This design comes from an exercise in tuning for small area on the open sky130 flow, not from production work. Only simulation tests tie the RTL to the original design; equivalence was not proved. No activity file was given, so power comes from the tool's default toggle rates.

--- run.sh ---
#!/bin/bash
# synth_recipe.tcl (not shown) runs the flow's synth.tcl, then flattens the netlist and writes it again
# the make line also repeats each setting of config.mk as NAME=value (left out here)
make -C /OpenROAD-flow-scripts/flow DESIGN_CONFIG=/design/flow/config.mk WORK_HOME=/design/flow/orfs CLKGATE_MAP_FILE= SYNTH_SCRIPT=/design/flow/synth_recipe.tcl finish
--- config.mk ---
export PLATFORM = sky130hd
export DESIGN_NAME = Top
export DESIGN_NICKNAME = Top
export VERILOG_FILES = /design/flow/design.v
export SDC_FILE = /design/flow/constraint.sdc
export NUM_CORES = 4
export LEC_CHECK = 0
export CAP_MARGIN = 20
export CORE_MARGIN = 2
export CORE_UTILIZATION = 40
export SLEW_MARGIN = 20
--- design.v ---
`timescale 1ns / 1ps
module Top(
    clk, rst_switch, play_switch, signal_out1, signal_out2, signal_out3, LED, LED_state, mode4_handout_count, LED_switch
);
    input clk, rst_switch, play_switch;
    output [4-1:0] signal_out1, signal_out2, signal_out3;
    output reg [4-1:0] LED;
    output [5-1:0] LED_state;
    output[3-1:0]  mode4_handout_count;
    output LED_switch;
    wire [2-1:0] random_mode;
    wire [2-1:0] mode;
    wire db_rst;
    wire rst;
    wire enable1, enable2 ,direction1, direction2;
    wire play_switch_db;
    assign LED_switch = play_switch;
    debounce db(.pb_debounced(db_rst), .pb(rst_switch), .clk(clk));
    onepulse op(.PB_debounced(db_rst), .clk(clk), .PB_one_pulse(rst));
    GameControl game(
        .clk(clk), .rst(rst), .switch_signal(~play_switch),  .mode(mode), .state(LED_state), .mode4_handout_count(mode4_handout_count),.enable1(enable1), .enable2(enable2) , .direction1(direction1), .direction2(direction2)
    );
    pmod_step_interface_lid_1 lid1(
        .clk(clk), .rst(rst), .direction(~direction1), .en(enable1), .mode(mode), .signal_out(signal_out1)
    );
    pmod_step_interface_lid_2 lid2(
        .clk(clk), .rst(rst), .direction(~direction1), .en(enable1), .mode(mode), .signal_out(signal_out3)
    );
    pmod_step_interface_hand hand(
        .clk(clk), .rst(rst), .direction(direction2), .en(enable2), .mode(mode), .signal_out(signal_out2)
    );
    always@(*)begin
        case(mode)
            2'b00 : LED = 4'b1000;
            2'b01 : LED = 4'b0100;
            2'b10 : LED = 4'b0010;
            2'b11 : LED = 4'b0001;
            default : LED = 4'b1111;
        endcase
    end
endmodule  
module debounce(pb_debounced, pb, clk);
    output pb_debounced;
    input pb;
    input clk;
    reg [3:0] DFF;
    always @(posedge clk ) begin
        DFF[3:1] <= DFF[2:0];
        DFF[0] <= pb;
    end
    assign pb_debounced = &DFF;
endmodule  
module onepulse(PB_debounced, clk, PB_one_pulse);
    input PB_debounced;
    input clk;
    output reg PB_one_pulse;
    reg PB_debounced_delay;
    always @(posedge clk ) begin
        PB_one_pulse <= PB_debounced & (!PB_debounced_delay);
        PB_debounced_delay <= PB_debounced;
    end
endmodule  
`timescale 1ns / 1ps
module counter(
    clk, rst, start, delay, done
);
    input clk;
    input rst;
    input start;
    input [8-1:0] delay;
    output reg done;
    reg [10-1:0] signal, next_signal;
    reg [8-1:0] count, next_count;
    always@(posedge clk) begin
        if (rst == 1) begin
            signal <= 0;
            count <= 0;
        end
        else begin
            signal <= next_signal;
            count <= next_count;
        end
    end
    always@(*) begin
        next_signal = signal;
        if (start) begin
            if (signal == 10'd1000) begin
                next_count = count + 1;
                next_signal = 0;
            end
            else begin
                next_count = count;
                next_signal = signal + 1;   
            end
            if (count == delay) done = 1;
            else done = 0;
        end
        else begin
            done = 0;
            next_signal = 0;
            next_count = 0;
        end
    end
endmodule  
`timescale 1ns / 1ps
module GameControl(
    clk, rst, switch_signal, mode, enable1, enable2 ,direction1, direction2, state, mode4_handout_count
);
    input clk;
    input rst;
    input switch_signal;
    output reg enable1;
    output reg enable2;
    output reg direction1;
    output reg direction2;
    output [3-1:0] mode4_handout_count;
    wire [2-1:0] random_mode; 
    reg [5-1:0] random_mode_count;
    wire [5-1:0] next_random_mode_count;
    parameter mode1 = 2'b00;  
    parameter mode2 = 2'b01; 
    parameter mode3 = 2'b10; 
    parameter mode4 = 2'b11; 
    parameter Wait = 3'b000;
    parameter Open_lid = 3'b001;
    parameter Hand_out = 3'b010;
    parameter Hand_in = 3'b011;
    parameter Close_lid = 3'b100;
    parameter open = 0; 
    parameter close = 1;
    parameter on = 1;
    parameter off = 0;
    output reg [5-1:0] state;
    reg [5-1:0] next_state;
    output reg [2-1:0] mode;
    reg [2-1:0] next_mode;
    reg [3-1:0] mode3_open_count;
    reg [3-1:0] next_mode3_open_count;
    reg [3-1:0] mode4_handout_count;
    reg [3-1:0] next_mode4_handout_count;
    reg start, start_motor, next_start, next_start_motor;
    wire done, done_motor;
    reg [8-1:0] delay, motor_delay;
    reg next_enable1, next_enable2;
    reg next_direction1, next_direction2;
    reg complete, next_complete;
    reg [8-1:0] open_lid_delay, handout_delay, handin_delay, close_lid_delay;
    reg finish_mode3, next_finish_mode3;
    reg finish_mode4, next_finish_mode4;
    counter c(
        clk, rst, start, delay, done
    );
    counter m(
        clk, rst, start_motor, motor_delay, done_motor
    );
    always @(posedge clk ) begin
        if (rst == 1) random_mode_count <= 5'b0;
        else random_mode_count <= next_random_mode_count;
    end 
    assign next_random_mode_count = random_mode_count + 1;
    assign random_mode = random_mode_count % 4;
    always @(posedge clk ) begin
        if (rst == 1) begin
            state <= {2'b00, Wait};
            mode <= 2'b00;
        end else begin
            state <= next_state;
            mode <= next_mode;
        end
    end
    always @(posedge clk ) begin
        if (rst == 1) begin
            enable1 <= 0;
            enable2 <= 0;
            direction1 <= 0;
            direction2 <= 0;
            complete <= 0;
            start <= 0;
            start_motor <= 0;
        end else begin
            enable1 <= next_enable1;
            enable2 <= next_enable2;
            direction1 <= next_direction1;
            direction2 <= next_direction2;
            complete <= next_complete;
            start <= next_start;
            start_motor <= next_start_motor;
        end
    end
    always@(posedge clk)begin
        if(rst == 1)begin
            finish_mode3 <= 1'b0;
            mode3_open_count <= 3'b000;
        end
        else begin
            finish_mode3 <= next_finish_mode3;
            mode3_open_count <= next_mode3_open_count;
        end
    end
    always @(posedge clk ) begin
        if (rst == 1) begin
            finish_mode4 <= 1'b0;
            mode4_handout_count <= 3'b000;
        end else begin
            finish_mode4 <= next_finish_mode4;
            mode4_handout_count <= next_mode4_handout_count;
        end
    end
    always @(*) begin
        case (state[2:0])
            Hand_out: delay = handout_delay;
            Hand_in: delay = handin_delay;
            Close_lid: delay = close_lid_delay;
            default: delay = open_lid_delay;
        endcase
        next_mode3_open_count = mode3_open_count;
        next_mode4_handout_count = mode4_handout_count;
        next_finish_mode3 = finish_mode3;
        next_finish_mode4 = finish_mode4;
        case (state)
            {mode, Wait}: begin
                if (switch_signal == on) begin
                    next_mode = random_mode;
                    next_state = {random_mode, Open_lid};
                    next_start = 0;
                end else begin
                    next_mode = mode;
                    next_state = {mode, Wait};
                    next_start = 0;
                end
                next_mode3_open_count = 3'b000;
                next_mode4_handout_count = 3'b000;
                next_finish_mode3 = 0;
                next_finish_mode4 = 0;
            end
            {mode1, Open_lid}: begin
                if (done == 1) begin 
                    next_state = {mode1, Hand_out};
                    next_start = 0;
                end else begin
                    next_state = {mode1, Open_lid};
                    next_start = 1;
                end  
                next_mode = mode1;
            end
            {mode1, Hand_out}: begin
                if (done == 1) begin
                    next_state = {mode1, Hand_in};
                    next_start = 0;
                end else begin
                    next_state = {mode1, Hand_out};
                    next_start = 1;
                end
                next_mode = mode1;
            end
            {mode1, Hand_in}: begin
                if (done == 1) begin
                    next_state = {mode1, Close_lid};
                    next_start = 0;
                end else begin
                    next_state = {mode1, Hand_in};
                    next_start = 1;
                end
                next_mode = mode1;
            end
            {mode1, Close_lid}: begin
                if (done == 1) begin  
                    next_state = {mode1, Wait};
                    next_start = 0;
                end else begin
                    next_state = {mode1, Close_lid};
                    next_start = 1;
                end
                next_mode = mode1;
            end
            {mode2, Open_lid}: begin
                if (done == 1) begin 
                    next_state = {mode2, Hand_out};
                    next_start = 0;
                end else begin
                    next_state = {mode2, Open_lid};
                    next_start = 1;
                end  
                next_mode = mode2;
            end
            {mode2, Hand_out}: begin
                if (done == 1) begin
                    next_state = {mode2, Hand_in};
                    next_start = 0;
                end else begin
                    next_state = {mode2, Hand_out};
                    next_start = 1;
                end
                next_mode = mode2;
            end
            {mode2, Hand_in}: begin
                if (done == 1) begin
                    next_state = {mode2, Close_lid};
                    next_start = 0;
                end else begin
                    next_state = {mode2, Hand_in};
                    next_start = 1;
                end
                next_mode = mode2;
            end
            {mode2, Close_lid}: begin
                if (done == 1) begin  
                    next_state = {mode2, Wait};
                    next_start = 0;
                end else begin
                    next_state = {mode2, Close_lid};
                    next_start = 1;
                end
                next_mode = mode2;
            end
            {mode3, Open_lid}: begin
                next_finish_mode3 = 1'b0;
                next_mode = mode3;
                if (done == 1) begin 
                    next_state = ((mode3_open_count == 3'b101) || (mode3_open_count == 3'b100) || (mode3_open_count == 3'b011))? {mode3, Hand_out}: {mode3, Close_lid};
                    next_start = 0;
                    next_mode3_open_count = mode3_open_count + 1;
                end else begin
                    next_state = {mode3, Open_lid};
                    next_start = 1;
                end  
            end
            {mode3, Hand_out}: begin
                next_mode3_open_count = 3'b000;
                next_finish_mode3 = 1'b1;
                if (done == 1) begin
                    next_state = {mode3, Hand_in};
                    next_start = 0;
                end else begin
                    next_state = {mode3, Hand_out};
                    next_start = 1;
                end
                next_mode = mode3;
            end
            {mode3, Hand_in}: begin
                next_mode3_open_count = 3'b000;
                next_finish_mode3 = 1'b1;
                if (done == 1) begin
                    next_state = {mode3, Close_lid};
                    next_start = 0;
                end else begin
                    next_state = {mode3, Hand_in};
                    next_start = 1;
                end
                next_mode = mode3;
            end
            {mode3, Close_lid}: begin
                next_finish_mode3 = finish_mode3;
                next_mode3_open_count = mode3_open_count;
                if (done == 1) begin 
                    next_state = (finish_mode3 == 1'b1)? {mode3, Wait}: {mode3, Open_lid};
                    next_start = 0;
                end else begin
                    next_state = {mode3, Close_lid};
                    next_start = 1;
                end
                next_mode = mode3;
            end
            {mode4, Open_lid}: begin
                next_mode4_handout_count = 3'b000;
                next_finish_mode4 = 0;
                next_mode = mode4;
                if (done == 1) begin 
                    next_state = {mode4, Hand_out};
                    next_start = 0;
                end else begin
                    next_state = {mode4, Open_lid};
                    next_start = 1;
                end  
            end
            {mode4, Hand_out}: begin
                if (done == 1) begin
                    next_mode4_handout_count = mode4_handout_count + 1;
                    next_state = {mode4, Hand_in};
                    next_start = 0;
                    next_finish_mode4 = ((mode4_handout_count == 3'b011) || (mode4_handout_count == 3'b100))? 1'b1 : 1'b0;
                end else begin
                    next_state = {mode4, Hand_out};
                    next_start = 1;
                    next_finish_mode4 = finish_mode4;
                end
                next_mode = mode4;
            end
            {mode4, Hand_in}: begin
                next_mode4_handout_count = mode4_handout_count;
                if (done == 1) begin
                    next_state = (finish_mode4 == 1'b1)? {mode4, Close_lid} : {mode4, Hand_out};                                                                        
                    next_start = 0;
                end else begin
                    next_state = {mode4, Hand_in};
                    next_start = 1;
                end
                next_mode = mode4;
            end
            {mode4, Close_lid}: begin
                next_mode4_handout_count = 3'b000;
                next_finish_mode4 = 1'b0;
                if (done == 1) begin 
                    next_state = {mode4, Wait};
                    next_start = 0;
                end else begin
                    next_state = {mode4, Close_lid};
                    next_start = 1;
                end
                next_mode = mode4;
            end
            default: begin
                next_mode = mode;
                next_state = state;
                next_start = 0;
                next_mode3_open_count = mode3_open_count;
                next_mode4_handout_count = mode4_handout_count;
                next_finish_mode3 = finish_mode3;
                next_finish_mode4 = finish_mode4;
            end
        endcase
    end
    always@(*)begin
        motor_delay = ((state[2:0] == Hand_out) || (state[2:0] == Hand_in)) ? 8'd6 : 8'd3;
        case(state)
            {mode, Wait} : begin
                next_enable1 = 1'b0;
                next_enable2 = 1'b0;
                next_direction1 = open;
                next_direction2 = open;
                next_complete = 0;
                next_start_motor = 0;
            end
            {mode1, Open_lid} : begin
                if (done_motor == 1 || complete == 1) begin
                    next_enable1 = 0;
                    next_direction1 = open;
                    next_start_motor = 0;
                    next_complete = (state == next_state)? 1: 0;
                end else begin
                    next_enable1 = 1;
                    next_direction1 = open;
                    next_start_motor = 1;
                    next_complete = 0;
                end
                next_enable2 = 1'b0;
                next_direction2 = open;
            end
            {mode1, Hand_out}: begin
                if (done_motor == 1 || complete == 1) begin
                    next_enable2 = 0;
                    next_direction2 = open;
                    next_start_motor = 0;
                    next_complete = (state == next_state)? 1: 0;
                end else begin
                    next_enable2 = 1;
                    next_direction2 = open;
                    next_start_motor = 1;
                    next_complete = 0;
                end
                next_enable1 = 0;
                next_direction1 = open;
            end
            {mode1, Hand_in}: begin
                if (done_motor == 1 || complete == 1) begin
                    next_enable2 = 0;
                    next_direction2 = open;
                    next_start_motor = 0;
                    next_complete = (state == next_state)? 1: 0;
                end else begin
                    next_enable2 = 1;
                    next_direction2 = close;
                    next_start_motor = 1;
                    next_complete = 0;
                end
                next_enable1 = 0;
                next_direction1 = open;
            end
            {mode1, Close_lid} : begin
                if (done_motor == 1 || complete == 1) begin
                    next_enable1 = 0;
                    next_direction1 = open;
                    next_start_motor = 0;
                    next_complete = (state == next_state)? 1: 0;
                end else begin
                    next_enable1 = 1;
                    next_direction1 = close;
                    next_start_motor = 1;
                    next_complete = 0;
                end
                next_enable2 = 1'b0;
                next_direction2 = open;
            end
            {mode2, Open_lid} : begin
                if (done_motor == 1 || complete == 1) begin
                    next_enable1 = 0;
                    next_direction1 = open;
                    next_start_motor = 0;
                    next_complete = (state == next_state)? 1: 0;
                end else begin
                    next_enable1 = 1;
                    next_direction1 = open;
                    next_start_motor = 1;
                    next_complete = 0;
                end
                next_enable2 = 1'b0;
                next_direction2 = open;
            end
            {mode2, Hand_out}: begin
                if (done_motor == 1 || complete == 1) begin
                    next_enable2 = 0;
                    next_direction2 = open;
                    next_start_motor = 0;
                    next_complete = (state == next_state)? 1: 0;
                end else begin
                    next_enable2 = 1;
                    next_direction2 = open;
                    next_start_motor = 1;
                    next_complete = 0;
                end
                next_enable1 = 0;
                next_direction1 = open;
            end
            {mode2, Hand_in}: begin
                if (done_motor == 1 || complete == 1) begin
                    next_enable2 = 0;
                    next_direction2 = open;
                    next_start_motor = 0;
                    next_complete = (state == next_state)? 1: 0;
                end else begin
                    next_enable2 = 1;
                    next_direction2 = close;
                    next_start_motor = 1;
                    next_complete = 0;
                end
                next_enable1 = 0;
                next_direction1 = open;
            end
            {mode2, Close_lid} : begin
                if (done_motor == 1 || complete == 1) begin
                    next_enable1 = 0;
                    next_direction1 = open;
                    next_start_motor = 0;
                    next_complete = (state == next_state)? 1: 0;
                end else begin
                    next_enable1 = 1;
                    next_direction1 = close;
                    next_start_motor = 1;
                    next_complete = 0;
                end
                next_enable2 = 1'b0;
                next_direction2 = open;
            end
            {mode3, Open_lid} : begin
                if (done_motor == 1 || complete == 1) begin
                    next_enable1 = 0;
                    next_direction1 = open;
                    next_start_motor = 0;
                    next_complete = (state == next_state)? 1: 0;
                end else begin
                    next_enable1 = 1;
                    next_direction1 = open;
                    next_start_motor = 1;
                    next_complete = 0;
                end
                next_enable2 = 1'b0;
                next_direction2 = open;
            end
            {mode3, Hand_out}: begin
                if (done_motor == 1 || complete == 1) begin
                    next_enable2 = 0;
                    next_direction2 = open;
                    next_start_motor = 0;
                    next_complete = (state == next_state)? 1: 0;
                end else begin
                    next_enable2 = 1;
                    next_direction2 = open;
                    next_start_motor = 1;
                    next_complete = 0;
                end
                next_enable1 = 0;
                next_direction1 = open;
            end
            {mode3, Hand_in}: begin
                if (done_motor == 1 || complete == 1) begin
                    next_enable2 = 0;
                    next_direction2 = open;
                    next_start_motor = 0;
                    next_complete = (state == next_state)? 1: 0;
                end else begin
                    next_enable2 = 1;
                    next_direction2 = close;
                    next_start_motor = 1;
                    next_complete = 0;
                end
                next_enable1 = 0;
                next_direction1 = open;
            end
            {mode3, Close_lid} : begin
                if (done_motor == 1 || complete == 1) begin
                    next_enable1 = 0;
                    next_direction1 = open;
                    next_start_motor = 0;
                    next_complete = (state == next_state)? 1: 0;
                end else begin
                    next_enable1 = 1;
                    next_direction1 = close;
                    next_start_motor = 1;
                    next_complete = 0;
                end
                next_enable2 = 1'b0;
                next_direction2 = open;
            end
            {mode4, Open_lid} : begin
                if (done_motor == 1 || complete == 1) begin
                    next_enable1 = 0;
                    next_direction1 = open;
                    next_start_motor = 0;
                    next_complete = (state == next_state)? 1: 0;
                end else begin
                    next_enable1 = 1;
                    next_direction1 = open;
                    next_start_motor = 1;
                    next_complete = 0;
                end
                next_enable2 = 1'b0;
                next_direction2 = open;
            end
            {mode4, Hand_out}: begin
                if (done_motor == 1 || complete == 1) begin
                    next_enable2 = 0;
                    next_direction2 = open;
                    next_start_motor = 0;
                    next_complete = (state == next_state)? 1: 0;
                end else begin
                    next_enable2 = 1;
                    next_direction2 = open;
                    next_start_motor = 1;
                    next_complete = 0;
                end
                next_enable1 = 0;
                next_direction1 = open;
            end
            {mode4, Hand_in}: begin
                if (done_motor == 1 || complete == 1) begin
                    next_enable2 = 0;
                    next_direction2 = open;
                    next_start_motor = 0;
                    next_complete = (state == next_state)? 1: 0;
                end else begin
                    next_enable2 = 1;
                    next_direction2 = close;
                    next_start_motor = 1;
                    next_complete = 0;
                end
                next_enable1 = 0;
                next_direction1 = open;
            end
            {mode4, Close_lid} : begin
                if (done_motor == 1 || complete == 1) begin
                    next_enable1 = 0;
                    next_direction1 = open;
                    next_start_motor = 0;
                    next_complete = (state == next_state)? 1: 0;
                end else begin
                    next_enable1 = 1;
                    next_direction1 = close;
                    next_start_motor = 1;
                    next_complete = 0;
                end
                next_enable2 = 1'b0;
                next_direction2 = open;
            end
            default : begin
                next_enable1 = enable1;
                next_enable2 = enable2;
                next_direction1 = direction1;
                next_direction2 = direction2;
                next_complete = 0;
                next_start_motor = start_motor;
            end
        endcase
    end
    always @(*) begin
        case (mode)
            mode1: begin
                open_lid_delay = 3;
                close_lid_delay = 3;
                handout_delay = 6;
                handin_delay = 6;
            end
            mode2: begin
                open_lid_delay = 15;
                close_lid_delay = 3;
                handout_delay = 10;
                handin_delay = 10;
            end
            mode3: begin
                open_lid_delay = 3;
                close_lid_delay = 3;
                handout_delay = 6;
                handin_delay = 6;
            end
            mode4: begin
                open_lid_delay = 3;
                close_lid_delay = 3;
                handout_delay = 6;
                handin_delay = 6;
            end
            default: begin
                open_lid_delay = 3;
                close_lid_delay = 3;
                handout_delay = 6;
                handin_delay = 6;
            end
        endcase
    end
endmodule  
`timescale 1ns / 1ps
module pmod_step_interface_lid_1(
    input clk,
    input rst,
    input direction,
    input en,
    input [2-1:0] mode,
    output [3:0] signal_out
    );
    wire new_clk_net;
    wire tick_net;
    clock_div_lid_1 div_lid1(
        .clk(clk), 
        .rst(rst),
        .mode(mode),
        .new_clk(new_clk_net),
        .tick(tick_net)
    );
    pmod_step_driver_lid_1 control_lid1(
        .rst(rst),
        .dir(direction),
        .clk(clk),
        .tick(tick_net),
        .en(en),
        .signal(signal_out)
        );    
endmodule
module clock_div_lid_1(
    input clk,
    input rst,
    input [2-1:0] mode,
    output reg new_clk,
    output tick
);
    localparam mode1_speed = 4'd9;
    localparam mode2_speed = 4'd9;
    localparam mode3_speed = 4'd9;
    localparam mode4_speed = 4'd9;
    reg [4-1:0] define_speed;
    reg [4-1:0] count;
    assign tick = (count == define_speed) && (new_clk == 1'b0);
    always @(posedge clk) begin
        if (rst == 1) begin
            count <= {4{1'b0}};
            new_clk <= 1'b0;
        end else if (count == define_speed) begin
            count <= {4{1'b0}};
            new_clk <= ~new_clk;
        end else begin
            count <= count + 1'b1;
            new_clk <= new_clk;
        end
    end
    always @(*) begin
        case (mode)
            2'b00: define_speed = mode1_speed;
            2'b01: define_speed = mode2_speed;
            2'b10: define_speed = mode3_speed;
            2'b11: define_speed = mode4_speed; 
            default: define_speed = mode1_speed;
        endcase
    end
endmodule  
module pmod_step_driver_lid_1(
    input rst,
    input dir,
    input clk,
    input tick,
    input en,
    output reg [3:0] signal
    );
    localparam sig4 = 3'b001;
    localparam sig3 = 3'b011;
    localparam sig2 = 3'b010;
    localparam sig1 = 3'b110;
    localparam sig0 = 3'b000;
    reg [2:0] present_state, next_state;
    always @ (present_state, dir, en)begin
        case(present_state)
        sig4 : begin
            if (dir == 1'b0 && en == 1'b1)
                next_state = sig3;
            else if (dir == 1'b1 && en == 1'b1)
                next_state = sig1;
            else 
                next_state = sig0;
        end  
        sig3 : begin
            if (dir == 1'b0&& en == 1'b1)
                next_state = sig2;
            else if (dir == 1'b1 && en == 1'b1)
                next_state = sig4;
            else 
                next_state = sig0;
        end 
        sig2 : begin
            if (dir == 1'b0&& en == 1'b1)
                next_state = sig1;
            else if (dir == 1'b1 && en == 1'b1)
                next_state = sig3;
            else 
                next_state = sig0;
        end 
        sig1 : begin
            if (dir == 1'b0&& en == 1'b1)
                next_state = sig4;
            else if (dir == 1'b1 && en == 1'b1)
                next_state = sig2;
            else 
                next_state = sig0;
        end
        sig0 : begin
            if (en == 1'b1)
                next_state = sig1;
            else 
                next_state = sig0;
        end
        default:
            next_state = sig0; 
        endcase
    end 
    always @ (posedge clk)begin
        if (rst == 1'b1)
            present_state <= sig0;
        else if (tick)
            present_state <= next_state;
    end
    always @ (posedge clk)
    begin
        if (rst == 1'b1)
            signal <= 4'b0000;
        else if (!tick)
            signal <= signal;
        else if (present_state == sig4)
            signal <= 4'b1000;
        else if (present_state == sig3)
            signal <= 4'b0100;
        else if (present_state == sig2)
            signal <= 4'b0010;
        else if (present_state == sig1)
            signal <= 4'b0001;
        else
            signal <= 4'b0000;
    end
endmodule
`timescale 1ns / 1ps
module pmod_step_interface_lid_2(
    input clk,
    input rst,
    input direction,
    input en,
    input [2-1:0] mode,
    output [3:0] signal_out
    );
    wire new_clk_net;
    wire tick_net;
    clock_div_lid_2 div_lid2(
        .clk(clk), 
        .rst(rst),
        .mode(mode),
        .new_clk(new_clk_net),
        .tick(tick_net)
    );
    pmod_step_driver_lid_2 control_lid2(
        .rst(rst),
        .dir(direction),
        .clk(clk),
        .tick(tick_net),
        .en(en),
        .signal(signal_out)
        );    
endmodule
module clock_div_lid_2(
    input clk,
    input rst,
    input [2-1:0] mode,
    output reg new_clk,
    output tick
);
    localparam mode1_speed = 4'd9;
    localparam mode2_speed = 4'd9;
    localparam mode3_speed = 4'd9;
    localparam mode4_speed = 4'd9;
    reg [4-1:0] define_speed;
    reg [4-1:0] count;
    assign tick = (count == define_speed) && (new_clk == 1'b0);
    always @(posedge clk) begin
        if (rst == 1) begin
            count <= {4{1'b0}};
            new_clk <= 1'b0;
        end else if (count == define_speed) begin
            count <= {4{1'b0}};
            new_clk <= ~new_clk;
        end else begin
            count <= count + 1'b1;
            new_clk <= new_clk;
        end
    end
    always @(*) begin
        case (mode)
            2'b00: define_speed = mode1_speed;
            2'b01: define_speed = mode2_speed;
            2'b10: define_speed = mode3_speed;
            2'b11: define_speed = mode4_speed; 
            default: define_speed = mode1_speed;
        endcase
    end
endmodule  
module pmod_step_driver_lid_2(
    input rst,
    input dir,
    input clk,
    input tick,
    input en,
    output reg [3:0] signal
    );
    localparam sig4 = 3'b001;
    localparam sig3 = 3'b011;
    localparam sig2 = 3'b010;
    localparam sig1 = 3'b110;
    localparam sig0 = 3'b000;
    reg [2:0] present_state, next_state;
    always @ (present_state, dir, en)begin
        case(present_state)
        sig4 : begin
            if (dir == 1'b0 && en == 1'b1)
                next_state = sig3;
            else if (dir == 1'b1 && en == 1'b1)
                next_state = sig1;
            else 
                next_state = sig0;
        end  
        sig3 : begin
            if (dir == 1'b0&& en == 1'b1)
                next_state = sig2;
            else if (dir == 1'b1 && en == 1'b1)
                next_state = sig4;
            else 
                next_state = sig0;
        end 
        sig2 : begin
            if (dir == 1'b0&& en == 1'b1)
                next_state = sig1;
            else if (dir == 1'b1 && en == 1'b1)
                next_state = sig3;
            else 
                next_state = sig0;
        end 
        sig1 : begin
            if (dir == 1'b0&& en == 1'b1)
                next_state = sig4;
            else if (dir == 1'b1 && en == 1'b1)
                next_state = sig2;
            else 
                next_state = sig0;
        end
        sig0 : begin
            if (en == 1'b1)
                next_state = sig1;
            else 
                next_state = sig0;
        end
        default:
            next_state = sig0; 
        endcase
    end 
    always @ (posedge clk)begin
        if (rst == 1'b1)
            present_state <= sig0;
        else if (tick)
            present_state <= next_state;
    end
    always @ (posedge clk)
    begin
        if (rst == 1'b1)
            signal <= 4'b0000;
        else if (!tick)
            signal <= signal;
        else if (present_state == sig4)
            signal <= 4'b1000;
        else if (present_state == sig3)
            signal <= 4'b0100;
        else if (present_state == sig2)
            signal <= 4'b0010;
        else if (present_state == sig1)
            signal <= 4'b0001;
        else
            signal <= 4'b0000;
    end
endmodule
`timescale 1ns / 1ps
module pmod_step_interface_hand(
    input clk,
    input rst,
    input direction,
    input en,
    input [2-1:0] mode,
    output [3:0] signal_out
    );
    wire new_clk_net;
    wire tick_net;
    clock_div_hand div_hand(
        .clk(clk), 
        .rst(rst),
        .mode(mode),
        .new_clk(new_clk_net),
        .tick(tick_net)
    );
    pmod_step_driver_hand control_hand(
        .rst(rst),
        .dir(direction),
        .clk(clk),
        .tick(tick_net),
        .en(en),
        .signal(signal_out)
        );    
endmodule
module clock_div_hand(
    input clk,
    input rst,
    input [2-1:0] mode,
    output reg new_clk,
    output tick
);
    localparam mode1_speed = 4'd9;
    localparam mode2_speed = 4'd9;
    localparam mode3_speed = 4'd9;
    localparam mode4_speed = 4'd9;
    reg [4-1:0] define_speed;
    reg [4-1:0] count;
    assign tick = (count == define_speed) && (new_clk == 1'b0);
    always @(posedge clk) begin
        if (rst == 1) begin
            count <= {4{1'b0}};
            new_clk <= 1'b0;
        end else if (count == define_speed) begin
            count <= {4{1'b0}};
            new_clk <= ~new_clk;
        end else begin
            count <= count + 1'b1;
            new_clk <= new_clk;
        end
    end
    always @(*) begin
        case (mode)
            2'b00: define_speed = mode1_speed;
            2'b01: define_speed = mode2_speed;
            2'b10: define_speed = mode3_speed;
            2'b11: define_speed = mode4_speed; 
            default: define_speed = mode1_speed;
        endcase
    end
endmodule  
module pmod_step_driver_hand(
    input rst,
    input dir,
    input clk,
    input tick,
    input en,
    output reg [3:0] signal
    );
    localparam sig4 = 3'b001;
    localparam sig3 = 3'b011;
    localparam sig2 = 3'b010;
    localparam sig1 = 3'b110;
    localparam sig0 = 3'b000;
    reg [2:0] present_state, next_state;
    always @ (present_state, dir, en)begin
        case(present_state)
        sig4 : begin
            if (dir == 1'b0 && en == 1'b1)
                next_state = sig3;
            else if (dir == 1'b1 && en == 1'b1)
                next_state = sig1;
            else 
                next_state = sig0;
        end  
        sig3 : begin
            if (dir == 1'b0&& en == 1'b1)
                next_state = sig2;
            else if (dir == 1'b1 && en == 1'b1)
                next_state = sig4;
            else 
                next_state = sig0;
        end 
        sig2 : begin
            if (dir == 1'b0&& en == 1'b1)
                next_state = sig1;
            else if (dir == 1'b1 && en == 1'b1)
                next_state = sig3;
            else 
                next_state = sig0;
        end 
        sig1 : begin
            if (dir == 1'b0&& en == 1'b1)
                next_state = sig4;
            else if (dir == 1'b1 && en == 1'b1)
                next_state = sig2;
            else 
                next_state = sig0;
        end
        sig0 : begin
            if (en == 1'b1)
                next_state = sig1;
            else 
                next_state = sig0;
        end
        default:
            next_state = sig0; 
        endcase
    end 
    always @ (posedge clk)begin
        if (rst == 1'b1)
            present_state <= sig0;
        else if (tick)
            present_state <= next_state;
    end
    always @ (posedge clk)
    begin
        if (rst == 1'b1)
            signal <= 4'b0000;
        else if (!tick)
            signal <= signal;
        else if (present_state == sig4)
            signal <= 4'b1000;
        else if (present_state == sig3)
            signal <= 4'b0100;
        else if (present_state == sig2)
            signal <= 4'b0010;
        else if (present_state == sig1)
            signal <= 4'b0001;
        else
            signal <= 4'b0000;
    end
endmodule
--- constraint.sdc ---
create_clock -name core_clock -period 10.0 [get_ports {clk}]
set_input_delay 2.0000 -clock core_clock [delete_from_list [all_inputs] [get_ports {clk}]]
set_output_delay 2.0000 -clock core_clock [all_outputs]
set_load 0.01 [all_outputs]
==> summary.txt <==
## metal layers
layer	track usage	wire length [um]	vias to the layer above
li1	-	-	1953
met1	0.189	4280	1724
met2	0.241	4030	40
met3	0.0525	309	16
met4	0.0512	154	0
met5	0	0	-
## cells in the mapped netlist (2+ instances only)
cell type,instances
dfxtp_1,102
nor2_1,92
a21oi_1,36
nand2_1,35
clkbuf_1,24
nand3_1,20
inv_1,19
xor2_1,19
ha_1,18
nor3_1,17
xnor2_1,15
nand2b_1,14
o21ai_0,14
a22oi_1,9
and3_1,7
mux2i_1,7
nor2b_1,7
a211oi_1,6
nor4b_1,6
nand3b_1,5
nand4_1,5
nand4b_1,5
nor3b_1,5
o22ai_1,5
or3_1,5
o21a_1,4
mux2_2,3
nand4bb_1,3
o31a_1,3
a22o_1,2
and4_1,2
buf_2,2
buf_4,2
nor4_2,2
o21bai_1,2
o22a_1,2
or2_2,2
or4_1,2
## flip-flops by register name, indices dropped and copies added (netlist names), 2 cells and up
register,cells
db.DFF,4
lid1.control_lid1.signal,4
lid1.control_lid1.present_state,3
game.random_mode_count,2
game.mode4_handout_count,3
game.m.count,8
hand.control_hand.present_state,3
game.mode,2
hand.div_hand.count,4
game.m.signal,10
game.mode3_open_count,3
game.state,5
lid2.control_lid2.present_state,3
game.c.signal,10
lid2.control_lid2.signal,4
game.c.count,8
hand.control_hand.signal,4
lid2.div_lid2.count,4
lid1.div_lid1.count,4
## kinds of logic (layout without fill, tap and decap cells)
| family | after synthesis | count (layout) | share of synthesized area |
|---|---|---|---|
| mux | 10 | 10 | 0.0218 |
| fa+ha+maj | 18 | 18 | 0.0472 |
| xor+xnor | 34 | 34 | 0.0625 |
| flops | 102 | 102 | 0.428 |
| simple gates | 243 | 243 | 0.265 |
| compound gates | 99 | 99 | 0.136 |
| buf+inv | 48 | 63 | 0.0399 |
## worst paths after layout
path	from	to
setup / recovery	play_switch	LED_switch
hold / removal	db.DFF[2]$_DFF_P_	db.DFF[3]$_DFF_P_
setup reg to reg	game.state[2]$_SDFF_PP0_	game.state[1]$_SDFF_PP0_
hold reg to reg	db.DFF[2]$_DFF_P_	db.DFF[3]$_DFF_P_
## layout make-up
cell class / instances / area (um^2)
tap: 143 / 179
clock inverter: 2 / 38.8
fill: 1115 / 6100
timing repair buffer: 28 / 278
multi-input combinational: 404 / 2540
clock buffer: 14 / 274
sequential: 102 / 2040
inverter: 19 / 71.3
## power groups by stage
stage	sequential, mW	clock, mW	combinational (mW)
global route	0.617	0.392	0.441
global placement	0.603	0	0.374
detailed placement	0.607	0	0.386
floorplan	0.573	0	0.303
CTS	0.598	0.376	0.388
finish	0.598	0.360	0.383
==> summary.txt <==
* Status: finished clean
* Hold Crit Depth at 0
* CP Max Fanout at 9
* Die area at 12800 um^2
* CP Buf/Inv Count at 2
* Clk pin slew, worst setup/hold paths at 0.06 ns
* Switching Share at 0.330
* Final setup margin at 4.71 ns
* Max-slew violation count at 0
* VDD IR max at 140 uV
* Worst Max-Slew Pin Slew at 0.729 ns
* Die extent in y at 113 um
* Io pins at 28
* Post-route ant nets at 0
* CTS Buf Count at 9
* Pre-CTS setup slack at 4.69 ns
* Area contributors post-synth: dfxtp_1, nor2_1, ha_1, a21oi_1, xor2_1
* Core area at 11500 um^2
* Critical path class: in -> out
* Clk latency of the worst-skew pair at 0.35 ns
* Worst min-delay path category: reg -> reg
* RSZ-0062 raised after global routing: false
* CP Depth at 2
* Cell variety after synth at 64
* Die X at 113 um
* CP Launch Type: input pin
* Setup Viol. Count Final at 0
* Setup crit end kind: output port
* Post-Layout Cell Count at 712
* PostCTS Resize Cnt at 0
* Seq pwr share at 0.446
* First-pass GRT wire length at 16000 um
* Syn_area_per_cell at 8.61 um^2
* CP required at 8.00 ns
* Share of cells above drive strength 1 at 0.0492
* Slowest cell on crit path: clkdlybuf4s50_1
* Worst reg2reg setup slack at 7.35 ns
* DP Area at 5110 um^2
* Final setup skew at 0.00843 ns
* CP arrival at 3.29 ns
* Power, Total at 1.34 mW
* Cell count after synthesis at 554
* Drt first pass iters at 21
* Ys Warns at 11
* Combinational share of power at 0.286
* Fin crit share at 0.529
* TritonCTS clock tree: done
* Top cell by count, worst path: clkdlybuf4s50_1
* Final #Nets at 585
* Cells after DPL at 696
* WL per Instance at 12.3 um
* PwrDens at 248 nW/um^2
* Leakage at 2.08 nW
* Number of port buffers at 27
* Biggest area consumer among synthesized cells: dfxtp_1
* FMAX at 189 MHz
* Initial antenna violation count at 0
* Final wirelength at 8770 um
* EDFF count, synth at 0
* Largest stage delay, worst path at 0.67 ns
* Top cell type's share of synthesized area at 0.428
* Post-synth ARST share at 0
* Initial Utilization at 0.414
* GRT overflow at 0
* CP delay by family, top: buffers and inverters
* Commonest non-fill, non-tap cell in the layout: dfxtp_1
* Switch Pwr at 442 uW
* Design area at 5420 um^2
* Drt drc at 0
* Slew Limit Headroom at 0.509
* Clock Power Share at 0.269
* Hpwl dp at 6190 um
* Cells on worst reg2reg path at 6
* RD Place Congestion at 0.761
* Maxcap violations at 0
* Total Neg Setup Slack at 0 ns
* Net Count, Synth at 575
* CTS Hold Buffers Added at 0
* All-Layer GR Usage at 0.151
* Prevailing post-synth register cell: dfxtp_1
* Largest net degree at the start of global routing at 45
* Critical-path cell list: clkdlybuf4s50_1 -> clkdlybuf4s50_1
* Setup repair bufs after CTS at 0
* Clock Tree Buf Depth at 2
* Diode count at 0
* Synthesized flop and latch total at 102
* Area grow syn2layout at 13.6%
* Hold Fails Final Rpt at 0
* Utilization after layout at 0.471
* Final hold slack at 0.346 ns
* Vias per inst at 5.24
* Clk sinks at 102
* DR vias at 3733
* H-tree levels at 3
* Cell Area, Synth at 4770 um^2
* Fin crit period at 5.29 ns
* Most frequent cells in the layout: dfxtp_1, nor2_1, a21oi_1
* Vias in the first global route at 3521
* Row count at 39
* Seq/Total Area, Yosys at 0.428
* Drt first-iter violations at 222
* Pint at 900 uW
* Root buffer cell: clkbuf_16

[static timing again, ports no longer ideal]
Ports are ideal in the flow. The routed layout listed here was re-timed in OpenROAD.
Step 1 (the two cells are an assumption about what drives the block):
set clk [get_ports {clk}]
set_driving_cell -lib_cell sky130_fd_sc_hd__clkbuf_16 $clk
set_driving_cell -lib_cell sky130_fd_sc_hd__buf_2 [delete_from_list [all_inputs] $clk]
Step 2, shift: input delay + t, output delay - t, t = (earliest + latest rising clock arrival at the registers) / 2. This alone moves slack from input paths to output paths.
a / b / c = no drivers / after step 1 / after step 2; a / b = the first two.
t, ns: 0.377
setup slack, ns: 4.710 / 4.688 / 4.688
worst setup path after step 2: input to output
After both steps setup and hold are still met in this run. The setup slack of this run moves by -0.022 ns with the drivers and by -0.022 ns with both steps.
